This is an optimization exercise on Yosys and OpenROAD, whose aim is small area, a short achievable clock period and few clock cycles per item, not a production implementation.
The RTL was checked by simulation tests, not by an equivalence proof against the original design.

[design/flow/run.sh]
#!/bin/bash
# synth_recipe.tcl (not shown) runs the flow's synth.tcl, then flattens the netlist and writes it again
# the make line also repeats each setting of config.mk as NAME=value (left out here)
make -C /OpenROAD-flow-scripts/flow DESIGN_CONFIG=/design/flow/config.mk WORK_HOME=/design/flow/orfs CLKGATE_MAP_FILE= SYNTH_SCRIPT=/design/flow/synth_recipe.tcl finish
[design/flow/config.mk]
export PLATFORM = sky130hd
export DESIGN_NAME = dut
export DESIGN_NICKNAME = dut
export VERILOG_FILES = /design/flow/design.v
export SDC_FILE = /design/flow/constraint.sdc
export NUM_CORES = 4
export LEC_CHECK = 0
export CAP_MARGIN = 20
export CORE_MARGIN = 2
export CORE_UTILIZATION = 40
export PLACE_DENSITY = 0.6
export SLEW_MARGIN = 20
[design/flow/constraint.sdc]
create_clock -name core_clock -period 7.5 [get_ports {clk}]
set_input_delay 1.5000 -clock core_clock [delete_from_list [all_inputs] [get_ports {clk}]]
set_output_delay 1.5000 -clock core_clock [all_outputs]
set_load 0.01 [all_outputs]
[design/flow/design.v]
`timescale 1ns/1ps
module dut #(
    parameter int DATAW = 16
)(
    input  wire                 clk,
    input  wire                 rst_n,
    input  wire                 in_valid,
    output wire                 in_ready,
    input  wire signed [DATAW-1:0] in_data,
    output reg                  out_valid,
    input  wire                 out_ready,
    output reg signed [2*DATAW-1:0] out_data
);
    assign in_ready = rst_n && (!out_valid || out_ready);
    always @(posedge clk or negedge rst_n) begin
        if (!rst_n) begin
            out_valid <= 1'b0;
            out_data  <= '0;
        end else begin
            if (in_valid && in_ready) begin
                out_data  <= in_data * in_data;  
                out_valid <= 1'b1;
            end else if (out_valid && out_ready) begin
                out_valid <= 1'b0;
            end
        end
    end
endmodule
==> out/metrics.yaml <==
synth-async-reset-ratio_pct: 100
globalplace.congestion: 0.862
final_setup_violations: 0
ff_latch_area_um2: 801
number_of_global_route_vias_before_repair: 7953
drtPass1Iterations: 5
synth.distinct_cells: 56
yosys_most_used_dff: "sky130_fd_sc_hd__dfrtp_1"
min_period_ps: 7200
outcome: "no timing/DRC/antenna violations"
worst_setup_path_endpoint: "out_data[23]$_DFFE_PN0P_"
post_drt_via_cell_ratio: 4.74
crit-reg2reg-launch: "out_valid$_DFFE_PN0P_"
post-route-cell-area_um2: 11900
insertedDiodeCount: 0
holdWs_ps: 474
worstHoldPathType: "reg2reg"
cts_hold_repair.buffers: 0
synth.ff_latch_count: 32
fin_setup_tns_ps: 0
postCtsSetupRepairBufs: 0
drt_iter0_drc: 267
synthesis.nets: 1480
cts_root_buf: "sky130_fd_sc_hd__clkbuf_16"
post_layout_utilization_of_the_core_pct: 47.3
worstSkewPairLatency_ps: 280
grt_first_pass_wirelength_um: 37800
grt_max_degree: 57
place_area_um2: 11700
synth_edf_count: 0
max_cap_viol_count: 0
setup.worst_path.start_class: "input pin"
synthesis.area_per_instance_um2: 9.04
htreeDepth: 2
clock_tree_from_tritoncts: "built"
core_region_um2: 25200
final_nets: 1577
reg2reg_slack_ps: 5820
final_critical_path_setup_slack_ps: 305
crit-reg2reg-capture: "out_data[20]$_DFFE_PN0P_"
count_of_input_and_output_buffers: 52
die_ht_um: 164
hpwl_um: 19800
worst-endpoint-required_ps: 7680
ioPinCount: 54
synthesis.yosys.warnings: 1
multi_input_comb_area_um2: 8120
worst-r2r-cell-count: 6
commonest_non_fill_non_tap_cell_in_the_layout: "sky130_fd_sc_hd__inv_1"
grt_remaining_overflow: 0
cts_buffers: 5
antenna_left: 0
finClkSkew_ps: 3.77
main_area_contributors_after_synthesis: "sky130_fd_sc_hd__fa_1 (45%), sky130_fd_sc_hd__inv_1 (12%), sky130_fd_sc_hd__ha_1 (11%)"
fraction_of_layout_instances_using_a_drive_strength_above_1_pct: 7.93
yosysSeqAreaShare_pct: 7.78
final-hold-violation-count: 0
netlist_area_um2: 10300
route.vias.total: 7422
drt_drc_violations_left: 0
yosysTopAreaCellShare_pct: 45.3
antenna_found_initial: 0
grtUsageTotal_pct: 17.5
cts.reportedPaths.clkPinSlew_ps: 50
crit_arrival_ps: 7380
layout.cells.most_common_list: "sky130_fd_sc_hd__inv_1 (329), sky130_fd_sc_hd__fa_1 (233), sky130_fd_sc_hd__nand2_1 (125)"
area_growth_syn_to_layout_pct: 15.8
layout.filler_cells: 2445
grt_setup_unrepaired: "no"
fp.dieArea_um2: 27000
highest_fanout_seen_on_the_critical_path: 5
routed_wl_um: 22100
ratio_of_final_minimum_period_to_clock_period_pct: 95.9
post_synthesis_cell_type_with_the_largest_combined_area: "sky130_fd_sc_hd__fa_1"
max_freq_ghz: 0.139
floorplan.initialDensity_pct: 40.9
postSynthCellCount: 1138
crit_type: "in2reg"
floorplan.rows: 58
critPathLaunch: "in_data[12]"
wl_per_cell_um: 14.1
timing.critical_path.to_type: "flop"
chipWidth_um: 164
clkSinkCount: 32
report.final.slew_viol_count: 0
dp_worst_setup_slack_ps: -31.3
ctsLongestPathBuffers: 2
-- worst max-delay path, cell delays in order --
cell	delay [ps]
sky130_fd_sc_hd__clkdlybuf4s50_1	620
sky130_fd_sc_hd__inv_1	190
sky130_fd_sc_hd__nor2_1	250
sky130_fd_sc_hd__ha_1	300
sky130_fd_sc_hd__xor2_1	190
sky130_fd_sc_hd__fa_1	510
sky130_fd_sc_hd__fa_1	510
sky130_fd_sc_hd__inv_1	60
sky130_fd_sc_hd__fa_1	510
sky130_fd_sc_hd__fa_1	500
sky130_fd_sc_hd__inv_1	50
sky130_fd_sc_hd__fa_1	480
sky130_fd_sc_hd__inv_1	50
sky130_fd_sc_hd__ha_1	340
sky130_fd_sc_hd__nand2_1	90
sky130_fd_sc_hd__nor2_1	170
sky130_fd_sc_hd__o211a_1	270
sky130_fd_sc_hd__o21bai_1	110
sky130_fd_sc_hd__a31oi_1	280
sky130_fd_sc_hd__a311oi_1	180
sky130_fd_sc_hd__o31ai_1	210
-- through the flow --
| stage | instances |
|---|---|
| after CTS | 1566 |
| after floorplan | 1138 |
| after global routing | 1566 |
| after detailed placement | 1558 |
| after global placement | 1558 |
| final | 1566 |
-- cell usage after synthesis (all sizes together) (4+ instances only) --
library cell and n:
and2 43, nand3 7, a211oi 10, a21oi 23, dfrtp 32, nand4 7
nand2b 7, nand2 125, a21o 8, o21a 5, xor2 13, nor2 42
clkbuf 32, xnor2 28, o21ai 42, fa 233, inv 329, buf 5
o31ai 4, o21bai 6, ha 89, a31oi 8
-- state kept, by name (all words and copies together), names as in the netlist --
name,count
out_valid,1
out_data,31
-- how the worst min path moves through the flow --
stage / startpoint / end / slack (ps) / cells past startpoint
floorplan: out_data[3]$_DFFE_PN0P_ / out_data[3]$_DFFE_PN0P_ / 510 / 2
global placement: out_data[10]$_DFFE_PN0P_ / out_data[10]$_DFFE_PN0P_ / 460 / 2
detailed placement: out_data[3]$_DFFE_PN0P_ / out_data[3]$_DFFE_PN0P_ / 470 / 2
CTS: out_data[13]$_DFFE_PN0P_ / out_data[13]$_DFFE_PN0P_ / 480 / 2
global route: out_data[10]$_DFFE_PN0P_ / out_data[10]$_DFFE_PN0P_ / 500 / 2
finish: out_data[13]$_DFFE_PN0P_ / out_data[13]$_DFFE_PN0P_ / 470 / 2
-- layer usage --
metal	track usage, %	vias up	part of all wire, %
li1	-	3570	-
met2	33.2	92	56
met5	0	-	0
met4	2.06	0	0.92
met3	1.51	14	2.6
met1	22.4	3746	41
-- area by class of cell --
cell class                      instances  area share [%]
Clock buffer                            7            1.28
Sequential cell                        32            6.72
Tap cell                              330            3.47
Inverter                              329            10.4
Multi-Input combinational cell        740            68.2
Timing Repair Buffer                  127            9.73
Clock inverter                          1           0.252
-- what timing repair did --
item,CTS,global route
endpoints found under the setup margin,0,5
hold endpoints to repair,0,0
resized for setup,0,4
-- kinds of logic (layout without fill, tap and decap cells) --
logic type | after synthesis | in the layout | share of synthesized area, %
and+or+nand+nor | 249 | 249 | 11.0
buffers and inverters | 366 | 464 | 13.4
DFF | 32 | 32 | 7.78
other | 1 | 1 | 0.0365
adders and majority gates | 322 | 322 | 56.2
AOI/OAI and AO/OA | 126 | 126 | 7.97
muxes | 1 | 1 | 0.0973
xor gates and xnor gates | 41 | 41 | 3.49
Testbench counts, summed over its fixed seeds: cycles 16,008, items 16,000.

## separate check: timing with driven ports
Ports are ideal in the flow. The routed layout listed here was re-timed in OpenROAD.
Step 1 assumes that a clkbuf_16 drives the clock port and a buf_2 every other input.
Step 2 adds t to the input delays and takes it off the output delays; t is the mean of the earliest and latest rising clock arrival at the registers after step 1. Input paths then give back, and output paths get back, about the clock's delay inside the block.
a / b / c = ideal / step 1 / step 2; a / b = the first two.
t (ns): 0.307
setup slack, ns: 0.305 / 0.308 / 0.001
worst setup path after step 2: input to register
latest minus earliest clock arrival (ns): 0.004 / 0.003
worst data-port slew with drivers (ns): 0.03
After both steps this run still meets setup and hold. For this run, drivers alone change the setup slack by +0.003 ns; drivers and shift together by -0.304 ns.
